Context: an optimization exercise on an open-source flow, tuned for a short achievable clock period and few clock cycles. The choices shown serve that exercise and are no tape-out recipe. Only simulation tests tie the RTL to the original design; equivalence was not proved. No activity file was given, so power comes from the tool's default toggle rates.

File: flow/config.mk
export PLATFORM = sky130hd
export DESIGN_NAME = cpu_core
export DESIGN_NICKNAME = cpu_core
export VERILOG_FILES = /design/flow/design.v
export SDC_FILE = /design/flow/constraint.sdc
export NUM_CORES = 4
export LEC_CHECK = 0
export ABC_CLOCK_PERIOD_IN_PS = 2000
export CAP_MARGIN = 20
export CORE_MARGIN = 2
export CORE_UTILIZATION = 40
export SETUP_SLACK_MARGIN = 4.7
export SLEW_MARGIN = 20
export TNS_END_PERCENT = 100
File: flow/constraint.sdc
create_clock -name core_clock -period 7.2 [get_ports {clk}]
set_input_delay 1.4400 -clock core_clock [delete_from_list [all_inputs] [get_ports {clk}]]
set_output_delay 1.4400 -clock core_clock [all_outputs]
set_load 0.01 [all_outputs]
File: flow/design.v
module cpu_core(
    input logic clk,
    input logic reset_n,
    output logic[5:0] imem_reg,
    input logic[31:0] imem_data,
    output logic dmem_write,
    output logic[5:0] dmem_reg,
    output logic[31:0] dmem_write_data,
    input logic[31:0] dmem_read_data
);
    logic [3:0]  fp;                     
    logic [3:0]  ia;                     
    logic [15:0] iv;                     
    logic [31:0] ic [16];                
    logic [15:0] np_v, np_d;             
    logic [3:0]  np_t [16];              
    logic [3:0]  q_v;
    logic [31:0] q_w [4];
    logic [3:0]  q_pc [4];
    logic [3:0]  q_pd;
    logic        last_ok, last_d;
    logic [3:0]  last_pc;
    logic        tf_v, tf_d;
    logic [3:0]  tf_pc, tf_t;
    logic        tm_v, tm_d;
    logic [3:0]  tm_pc, tm_t;
    logic        e_v0, e_v1, e_br0, e_br1, e_jmp0, e_jmp1, e_lw0, e_lw1, e_wr0, e_wr1;
    logic        e_sub0, e_sub1, e_pd0, e_pd1;
    logic [4:0]  e_rd0, e_rd1;
    logic [31:0] e_a0, e_b0, e_a1, e_b1, e_z1;
    logic [3:0]  e_pc0, e_pc1, e_alt0, e_alt1;
    logic        r_wr0, r_wr1;
    logic [4:0]  r_rd0, r_rd1;
    logic [31:0] r_val0, r_val1;
    logic [31:0] rf [1:31];
    logic        mem_we;
    logic [5:0]  mem_addr;
    logic [31:0] mem_wdata;
    assign imem_reg        = {ia, 2'b00};
    assign dmem_write      = mem_we;
    assign dmem_reg        = mem_addr;
    assign dmem_write_data = mem_wdata;
    logic [31:0] e_sum0, e_sum1, e_res0, e_res1;
    logic        e_eq0, e_eq1, m0, m1, redirect;
    logic [3:0]  rtgt;
    assign e_sum0 = e_a0 + e_b0 + {31'd0, e_sub0};
    assign e_sum1 = e_a1 + e_b1 + {31'd0, e_sub1};
    assign e_res0 = e_lw0 ? dmem_read_data : e_sum0;
    assign e_res1 = e_lw1 ? dmem_read_data : e_sum1;
    logic [31:0] fc;
    logic [31:0] fco;
    assign e_eq0 = e_a0 == e_b0;
    assign fc    = e_a1 ^ e_b1 ^ e_z1;
    assign fco   = (e_a1 & e_b1) | (e_a1 & fc) | (e_b1 & fc);
    assign e_eq1 = (fc[0] == e_sub1) && (fc[31:1] == fco[30:0]);
    logic e_t0, e_t1;
    assign e_t0 = e_jmp0 || e_eq0;
    assign e_t1 = e_jmp1 || e_eq1;
    assign m0 = e_v0 && e_br0 && (e_t0 != e_pd0);
    assign m1 = e_v1 && e_br1 && (e_t1 != e_pd1);
    assign redirect = m0 || m1;
    assign rtgt = m0 ? e_alt0 : e_alt1;
    function automatic logic rd_used1(input logic [31:0] w);
        rd_used1 = w[6:0] == 7'b0110011 || w[6:0] == 7'b0010011 || w[6:0] == 7'b0000011 ||
                   w[6:0] == 7'b0100011 || w[6:0] == 7'b1100011;
    endfunction
    function automatic logic rd_used2(input logic [31:0] w);
        rd_used2 = w[6:0] == 7'b0110011 || w[6:0] == 7'b0100011 || w[6:0] == 7'b1100011;
    endfunction
    logic [31:0] wa, wb;
    logic [4:0]  a_rd, a_rs1, a_rs2, b_rd, b_rs1, b_rs2;
    logic        a_op, a_opi, a_lw, a_sw, a_br, a_cbr, a_jmp, a_wr, a_sub, a_mem;
    logic        b_op, b_opi, b_lw, b_sw, b_br, b_cbr, b_jmp, b_wr, b_sub, b_mem;
    logic        b_dep1, b_dep2, b_fuse, pair, issue;
    logic [31:0] a_immi, b_immi;
    assign wa = q_w[0];
    assign wb = q_w[1];
    assign a_rd = wa[11:7]; assign a_rs1 = wa[19:15]; assign a_rs2 = wa[24:20];
    assign b_rd = wb[11:7]; assign b_rs1 = wb[19:15]; assign b_rs2 = wb[24:20];
    assign a_op  = wa[6:0] == 7'b0110011;
    assign a_opi = wa[6:0] == 7'b0010011;
    assign a_lw  = wa[6:0] == 7'b0000011 && wa[14:12] == 3'b010;
    assign a_sw  = wa[6:0] == 7'b0100011 && wa[14:12] == 3'b010;
    assign a_br  = wa[6:0] == 7'b1100011;
    assign a_jmp = a_br && a_rs1 == a_rs2;
    assign a_cbr = a_br && a_rs1 != a_rs2;
    assign a_wr  = (a_op || a_opi || a_lw) && a_rd != 5'd0;
    assign a_sub = a_op && wa[31:25] == 7'b0100000;
    assign a_mem = a_lw || a_sw;
    assign a_immi = {{20{wa[31]}}, wa[31:20]};
    assign b_op  = wb[6:0] == 7'b0110011;
    assign b_opi = wb[6:0] == 7'b0010011;
    assign b_lw  = wb[6:0] == 7'b0000011 && wb[14:12] == 3'b010;
    assign b_sw  = wb[6:0] == 7'b0100011 && wb[14:12] == 3'b010;
    assign b_br  = wb[6:0] == 7'b1100011;
    assign b_jmp = b_br && b_rs1 == b_rs2;
    assign b_cbr = b_br && b_rs1 != b_rs2;
    assign b_wr  = (b_op || b_opi || b_lw) && b_rd != 5'd0;
    assign b_sub = b_op && wb[31:25] == 7'b0100000;
    assign b_mem = b_lw || b_sw;
    assign b_immi = {{20{wb[31]}}, wb[31:20]};
    assign b_dep1 = a_wr && rd_used1(wb) && b_rs1 == a_rd;
    assign b_dep2 = a_wr && rd_used2(wb) && b_rs2 == a_rd;
    assign b_fuse = b_cbr && (a_op || a_opi);
    assign issue = q_v[0];
    assign pair  = q_v[0] && q_v[1]
                   && !(a_mem && b_mem)
                   && !((a_cbr || (a_jmp && !q_pd[0])) && b_sw)
                   && !(a_wr && b_wr && a_rd == b_rd)
                   && !((b_dep1 || b_dep2) && !b_fuse);
    function automatic logic [31:0] rd_early(input logic [4:0] x);
        if (x == 5'd0)                 rd_early = 32'd0;
        else if (r_wr1 && r_rd1 == x)  rd_early = r_val1;
        else if (r_wr0 && r_rd0 == x)  rd_early = r_val0;
        else                           rd_early = rf[x];
    endfunction
    logic [31:0] ve_a1, ve_a2, ve_b1, ve_b2;    
    logic        h1_a1, h1_a2, h1_b1, h1_b2;    
    logic        h0_a1, h0_a2, h0_b1, h0_b2;    
    logic [31:0] f_a1, f_a2, f_b1, f_b2;        
    assign ve_a1 = rd_early(a_rs1);
    assign ve_a2 = rd_early(a_rs2);
    assign ve_b1 = rd_early(b_rs1);
    assign ve_b2 = rd_early(b_rs2);
    assign h1_a1 = e_v1 && e_wr1 && e_rd1 == a_rs1;
    assign h1_a2 = e_v1 && e_wr1 && e_rd1 == a_rs2;
    assign h1_b1 = e_v1 && e_wr1 && e_rd1 == b_rs1;
    assign h1_b2 = e_v1 && e_wr1 && e_rd1 == b_rs2;
    assign h0_a1 = e_v0 && e_wr0 && e_rd0 == a_rs1;
    assign h0_a2 = e_v0 && e_wr0 && e_rd0 == a_rs2;
    assign h0_b1 = e_v0 && e_wr0 && e_rd0 == b_rs1;
    assign h0_b2 = e_v0 && e_wr0 && e_rd0 == b_rs2;
    assign f_a1 = h1_a1 ? e_res1 : h0_a1 ? e_res0 : ve_a1;
    assign f_a2 = h1_a2 ? e_res1 : h0_a2 ? e_res0 : ve_a2;
    assign f_b1 = h1_b1 ? e_res1 : h0_b1 ? e_res0 : ve_b1;
    assign f_b2 = h1_b2 ? e_res1 : h0_b2 ? e_res0 : ve_b2;
    logic [31:0] d_a0, d_b0, d_bsrc0, d_a1, d_b1, d_bsrc1, d_z1;
    logic        d_sub1;
    assign d_bsrc0 = a_opi ? a_immi : f_a2;
    assign d_a0    = f_a1;
    assign d_b0    = a_sub ? ~d_bsrc0 : d_bsrc0;
    assign d_bsrc1 = b_opi ? b_immi : f_b2;
    always_comb begin
        if (b_cbr && (b_dep1 || b_dep2)) begin
            d_a1   = d_a0;
            d_b1   = d_b0;
            d_sub1 = a_sub;
            d_z1   = b_dep1 ? f_b2 : f_b1;
        end else if (b_cbr) begin
            d_a1   = f_b1;
            d_b1   = 32'd0;
            d_sub1 = 1'b0;
            d_z1   = f_b2;
        end else begin
            d_a1   = f_b1;
            d_b1   = b_sub ? ~d_bsrc1 : d_bsrc1;
            d_sub1 = b_sub;
            d_z1   = f_b2;
        end
    end
    logic        d_sw;
    logic [5:0]  d_base, d_off;
    logic [31:0] d_sdata;
    assign d_sw    = a_sw || (pair && b_sw);
    assign d_base  = a_mem ? f_a1[5:0] : f_b1[5:0];
    assign d_off   = a_mem ? (a_sw ? {wa[25], wa[11:7]} : wa[25:20])
                           : (b_sw ? {wb[25], wb[11:7]} : wb[25:20]);
    assign d_sdata = a_mem ? f_a2 : f_b2;
    logic [3:0]  pt_q [16];
    logic [3:0]  pt_n [16];
    logic [15:0] pt_d0, pt_d1, pt_qc, pt_nc;
    genvar p;
    generate
        for (p = 0; p < 16; p++) begin : g_pair
            logic [3:0] sq, sn;
            assign sq = np_v[p] ? np_t[p] : 4'(p + 1);
            assign sn = np_v[sq] ? np_t[sq] : sq + 4'd1;
            always_ff @(posedge clk) begin
                pt_q[p]  <= sq;
                pt_n[p]  <= sn;
                pt_d0[p] <= np_v[p] && np_d[p];
                pt_d1[p] <= np_v[sq] && np_d[sq];
                pt_qc[p] <= iv[sq];
                pt_nc[p] <= iv[sn];
            end
        end
    endgenerate
    logic        f_hit, u_jump, g1_ok, push, push2;
    logic [3:0]  u_jt, q1, q2, fp_next, ia_next, pf, fp1;
    logic        pd0, pd1;
    logic [31:0] g0, g1;
    logic [2:0]  qc;                  
    logic [15:0] iv_f;                
    assign qc = {2'b00, q_v[0]} + {2'b00, q_v[1]} + {2'b00, q_v[2]} + {2'b00, q_v[3]};
    assign f_hit  = iv[fp];
    assign u_jump = imem_data[6:0] == 7'b1100011 && imem_data[19:15] == imem_data[24:20];
    assign u_jt   = ia + {imem_data[25], imem_data[11:9]};
    assign fp1    = fp + 4'd1;
    assign g0  = f_hit ? ic[fp] : imem_data;
    assign pd0 = f_hit ? pt_d0[fp] : u_jump;
    assign q1  = f_hit ? pt_q[fp] : (u_jump ? u_jt : fp1);
    assign g1    = ic[pt_q[fp]];
    assign g1_ok = f_hit && pt_qc[fp];
    assign pd1   = pt_d1[fp];
    assign q2    = pt_n[fp];
    assign push  = !redirect && !q_v[3];
    assign push2 = push && g1_ok;
    always_comb begin
        if (redirect)    fp_next = rtgt;
        else if (push2)  fp_next = q2;
        else if (push)   fp_next = q1;
        else             fp_next = fp;
    end
    assign iv_f = iv | (16'd1 << ia);
    always_comb begin
        pf = ia;
        for (int i = 15; i >= 0; i--)
            if (!iv_f[i]) pf = 4'(i);
    end
    logic ivf_alt0, ivf_alt1, ivf_fp, ivf_fp1;
    assign ivf_alt0 = iv_f[e_alt0];
    assign ivf_alt1 = iv_f[e_alt1];
    assign ivf_fp   = iv_f[fp];
    assign ivf_fp1  = iv_f[fp1];
    always_comb begin
        if (redirect)
            ia_next = m0 ? (ivf_alt0 ? pf : e_alt0) : (ivf_alt1 ? pf : e_alt1);
        else if (!push)
            ia_next = ivf_fp ? pf : fp;
        else if (f_hit)
            ia_next = g1_ok ? (pt_nc[fp] ? pf : q2) : pt_q[fp];
        else
            ia_next = u_jump ? u_jt : (ivf_fp1 ? pf : fp1);
    end
    logic [1:0]  npop;
    logic [2:0]  keep;
    logic [3:0]  qn_v;
    logic [31:0] qn_w [4];
    logic [3:0]  qn_pc [4];
    logic [3:0]  qn_pd;
    assign npop = !issue ? 2'd0 : (pair ? 2'd2 : 2'd1);
    assign keep = qc - {1'b0, npop};
    genvar k;
    generate
        for (k = 0; k < 4; k++) begin : g_queue
            logic        s_v, s_pd;
            logic [31:0] s_w;
            logic [3:0]  s_pc;
            always_comb begin
                s_v = q_v[k]; s_w = q_w[k]; s_pc = q_pc[k]; s_pd = q_pd[k];
                if (npop == 2'd1) begin
                    if (k + 1 < 4) begin
                        s_v = q_v[(k + 1) % 4]; s_w = q_w[(k + 1) % 4];
                        s_pc = q_pc[(k + 1) % 4]; s_pd = q_pd[(k + 1) % 4];
                    end
                end else if (npop == 2'd2) begin
                    if (k + 2 < 4) begin
                        s_v = q_v[(k + 2) % 4]; s_w = q_w[(k + 2) % 4];
                        s_pc = q_pc[(k + 2) % 4]; s_pd = q_pd[(k + 2) % 4];
                    end
                end
                if (redirect) begin
                    qn_v[k] = 1'b0;
                end else if (3'(k) < keep) begin
                    qn_v[k] = s_v;
                end else if (3'(k) == keep) begin
                    qn_v[k] = push;
                end else if (3'(k) == keep + 3'd1) begin
                    qn_v[k] = push2;
                end else begin
                    qn_v[k] = 1'b0;
                end
                if (3'(k) < keep) begin
                    qn_w[k] = s_w; qn_pc[k] = s_pc; qn_pd[k] = s_pd;
                end else if (3'(k) == keep) begin
                    qn_w[k] = g0; qn_pc[k] = fp; qn_pd[k] = pd0;
                end else begin
                    qn_w[k] = g1; qn_pc[k] = q1; qn_pd[k] = pd1;
                end
            end
            always_ff @(posedge clk) begin
                q_w[k]  <= qn_w[k];
                q_pc[k] <= qn_pc[k];
                q_pd[k] <= qn_pd[k];
            end
        end
    endgenerate
    logic        fill_j;
    assign fill_j = u_jump && !iv[ia];
    generate
        for (k = 0; k < 16; k++) begin : g_table
            logic w_fill, w_tf, w_tm;
            assign w_fill = fill_j && ia == 4'(k);
            assign w_tf   = tf_v && tf_pc == 4'(k);
            assign w_tm   = tm_v && tm_pc == 4'(k);
            always_ff @(posedge clk, negedge reset_n) begin
                if (!reset_n) begin
                    iv[k]   <= 1'b0;
                    np_v[k] <= 1'b0;
                end else begin
                    if (ia == 4'(k))
                        iv[k] <= 1'b1;
                    if (w_fill || w_tf || w_tm)
                        np_v[k] <= 1'b1;
                end
            end
            always_ff @(posedge clk) begin
                if (ia == 4'(k))
                    ic[k] <= imem_data;
                if (w_tm) begin
                    np_d[k] <= tm_d;
                    np_t[k] <= tm_t;
                end else if (w_tf) begin
                    np_d[k] <= tf_d;
                    np_t[k] <= tf_t;
                end else if (w_fill) begin
                    np_d[k] <= 1'b1;
                    np_t[k] <= u_jt;
                end
            end
        end
    endgenerate
    always_ff @(posedge clk, negedge reset_n) begin
        if (!reset_n) begin
            fp      <= 4'd0;
            ia      <= 4'd0;
            q_v     <= 4'd0;
            last_ok <= 1'b0;
            tf_v    <= 1'b0;
            tm_v    <= 1'b0;
            e_v0    <= 1'b0;
            e_v1    <= 1'b0;
            r_wr0   <= 1'b0;
            r_wr1   <= 1'b0;
            mem_we  <= 1'b0;
        end else begin
            fp  <= fp_next;
            ia  <= ia_next;
            q_v <= qn_v;
            tf_v <= !redirect && issue && ((a_jmp && last_ok) || (pair && b_jmp));
            tm_v <= redirect;
            if (redirect || issue)
                last_ok <= 1'b1;
            e_v0   <= !redirect && issue;
            e_v1   <= !redirect && pair;
            mem_we <= !redirect && issue && d_sw;
            r_wr0  <= e_v0 && e_wr0;
            r_wr1  <= e_v1 && e_wr1 && !m0;
        end
    end
    always_ff @(posedge clk) begin
        if (a_jmp && last_ok) begin
            tf_pc <= last_pc;
            tf_d  <= last_d;
            tf_t  <= q_pc[0] + {wa[25], wa[11:9]};
        end else begin
            tf_pc <= q_pc[0];
            tf_d  <= q_pd[0];
            tf_t  <= q_pc[1] + {wb[25], wb[11:9]};
        end
        tm_pc <= m0 ? e_pc0 : e_pc1;
        tm_d  <= m0 ? e_t0 : e_t1;
        tm_t  <= rtgt;
        if (redirect) begin
            last_pc <= m0 ? e_pc0 : e_pc1;
            last_d  <= m0 ? e_t0 : e_t1;
        end else if (pair) begin
            last_pc <= q_pc[1];
            last_d  <= q_pd[1];
        end else if (issue) begin
            last_pc <= q_pc[0];
            last_d  <= q_pd[0];
        end
        e_pc0  <= q_pc[0];
        e_pc1  <= q_pc[1];
        e_pd0  <= q_pd[0];
        e_pd1  <= q_pd[1];
        e_alt0 <= q_pd[0] ? q_pc[0] + 4'd1 : q_pc[0] + {wa[25], wa[11:9]};
        e_alt1 <= q_pd[1] ? q_pc[1] + 4'd1 : q_pc[1] + {wb[25], wb[11:9]};
        e_br0  <= a_br;
        e_br1  <= b_br;
        e_jmp0 <= a_jmp;
        e_jmp1 <= b_jmp;
        e_lw0  <= a_lw;
        e_lw1  <= b_lw;
        e_wr0  <= a_wr;
        e_wr1  <= b_wr;
        e_rd0  <= a_rd;
        e_rd1  <= b_rd;
        e_sub0 <= a_sub;
        e_sub1 <= d_sub1;
        e_a0   <= d_a0;
        e_b0   <= d_b0;
        e_a1   <= d_a1;
        e_b1   <= d_b1;
        e_z1   <= d_z1;
        mem_addr  <= d_base + d_off;
        mem_wdata <= d_sdata;
        r_rd0  <= e_rd0;
        r_rd1  <= e_rd1;
        r_val0 <= e_res0;
        r_val1 <= e_res1;
        if (r_wr0)
            rf[r_rd0] <= r_val0;
        if (r_wr1)
            rf[r_rd1] <= r_val1;
    end
endmodule
File: flow/run.sh
#!/bin/bash
# synth_recipe.tcl (not shown) runs the flow's synth.tcl, then flattens the netlist and writes it again
# the make line also repeats each setting of config.mk as NAME=value (left out here)
make -C /OpenROAD-flow-scripts/flow DESIGN_CONFIG=/design/flow/config.mk WORK_HOME=/design/flow/orfs CLKGATE_MAP_FILE= SYNTH_SCRIPT=/design/flow/synth_recipe.tcl finish
==> results.toml <==
[run_status]
status = "aborted with a tool error"
haltStage = "global routing (5_1_grt)"
stop_error = "[ERROR GRT-0232] Routing congestion too high. Check the congestion heatmap in the GUI."

[clock_network]
clockBufferDepth = 4
cts.sinks = 2329
hold_buffers = 0
root_buffer = "clkbuf_16"
cts_buffers = 278
htree_levels = 5

[place]
place_area_sq_um = 172000
port_buffers = 108
gp_congestion = 1.05
dp_slack_ns = 0.844
dpl.hpwl_mm = 517

[synth]
yosysMostFrequentCell = "edfxtp_1"
ys_types = 113
synthesis.area_sq_um = 163000
yosys.area.top_type_share_pct = 32.1
ys_warn_count = 9
synth_ff_type = "edfxtp_1"
yosysSeqAreaShare_pct = 39.5
synthTopCellsByArea = "edfxtp_1, mux4_2, mux2_2"
async_flop_share_pct = 2.23
syn-mean-instance-area_sq_um = 11.5
yosysTopAreaCell = "edfxtp_1"
synth-edff-count = 1737
synthCells = 14200
ys_ff_latch = 2329
synth_commonest_cells = "edfxtp_1, mux4_2, mux2_2"

[floorplan]
die_y_um = 642
initial_core_util_pct = 40.1
rows = 234
ioPinCount = 111
die_w_um = 642

[global_route]
grt_max_degree = 73
overflow = 1
grt_use_total_pct = 45.0
-- routing by layer --
metal	overflow	global-route usage, %
met3	0	24.9
met2	0	60.1
met1	0	49.7
met4	1	42.3
met5	0	4.24
-- worst max-delay path by stage --
stage              start        to  slack (ns)  cells past startpoint
4_1_cts        q_w[1][8]  register        2.37                     19
3_5_place_dp   q_w[0][2]  register        0.84                     18
3_3_place_gp   q_w[0][2]  register        1.00                     18
2_1_floorplan  q_w[1][9]  register        2.44                     22
-- cell families after synthesis --
family / share of synthesized area, %
buf+inv: 4.74
mux: 30.3
fa+ha+maj: 1.64
compound gates: 14.8
xor+xnor: 1.34
flops: 39.5
simple gates: 7.71
other cells: 0.00231
-- power groups by stage --
stage / clock, W / combinational [W] / sequential [W]
after floorplan: 0 / 0.0411 / 0.0202
after global placement: 0 / 0.0590 / 0.0233
after detailed placement: 0 / 0.0593 / 0.0233
after CTS: 0.0148 / 0.0836 / 0.0223
-- metrics by stage --
step | std cells | util [%]
after CTS | 20700 | 51.9
after detailed placement | 18700 | 42.4
after global placement | 18700 | 42.4
after floorplan | 14200 | -
-- timing repair --
action | CTS
cloned | 195
endpoints found under the setup margin | 3193
setup buffers | 1292
pin swaps | 595
resized for setup | 3111
Testbench counts, summed over its fixed seeds: cycles 21,147.
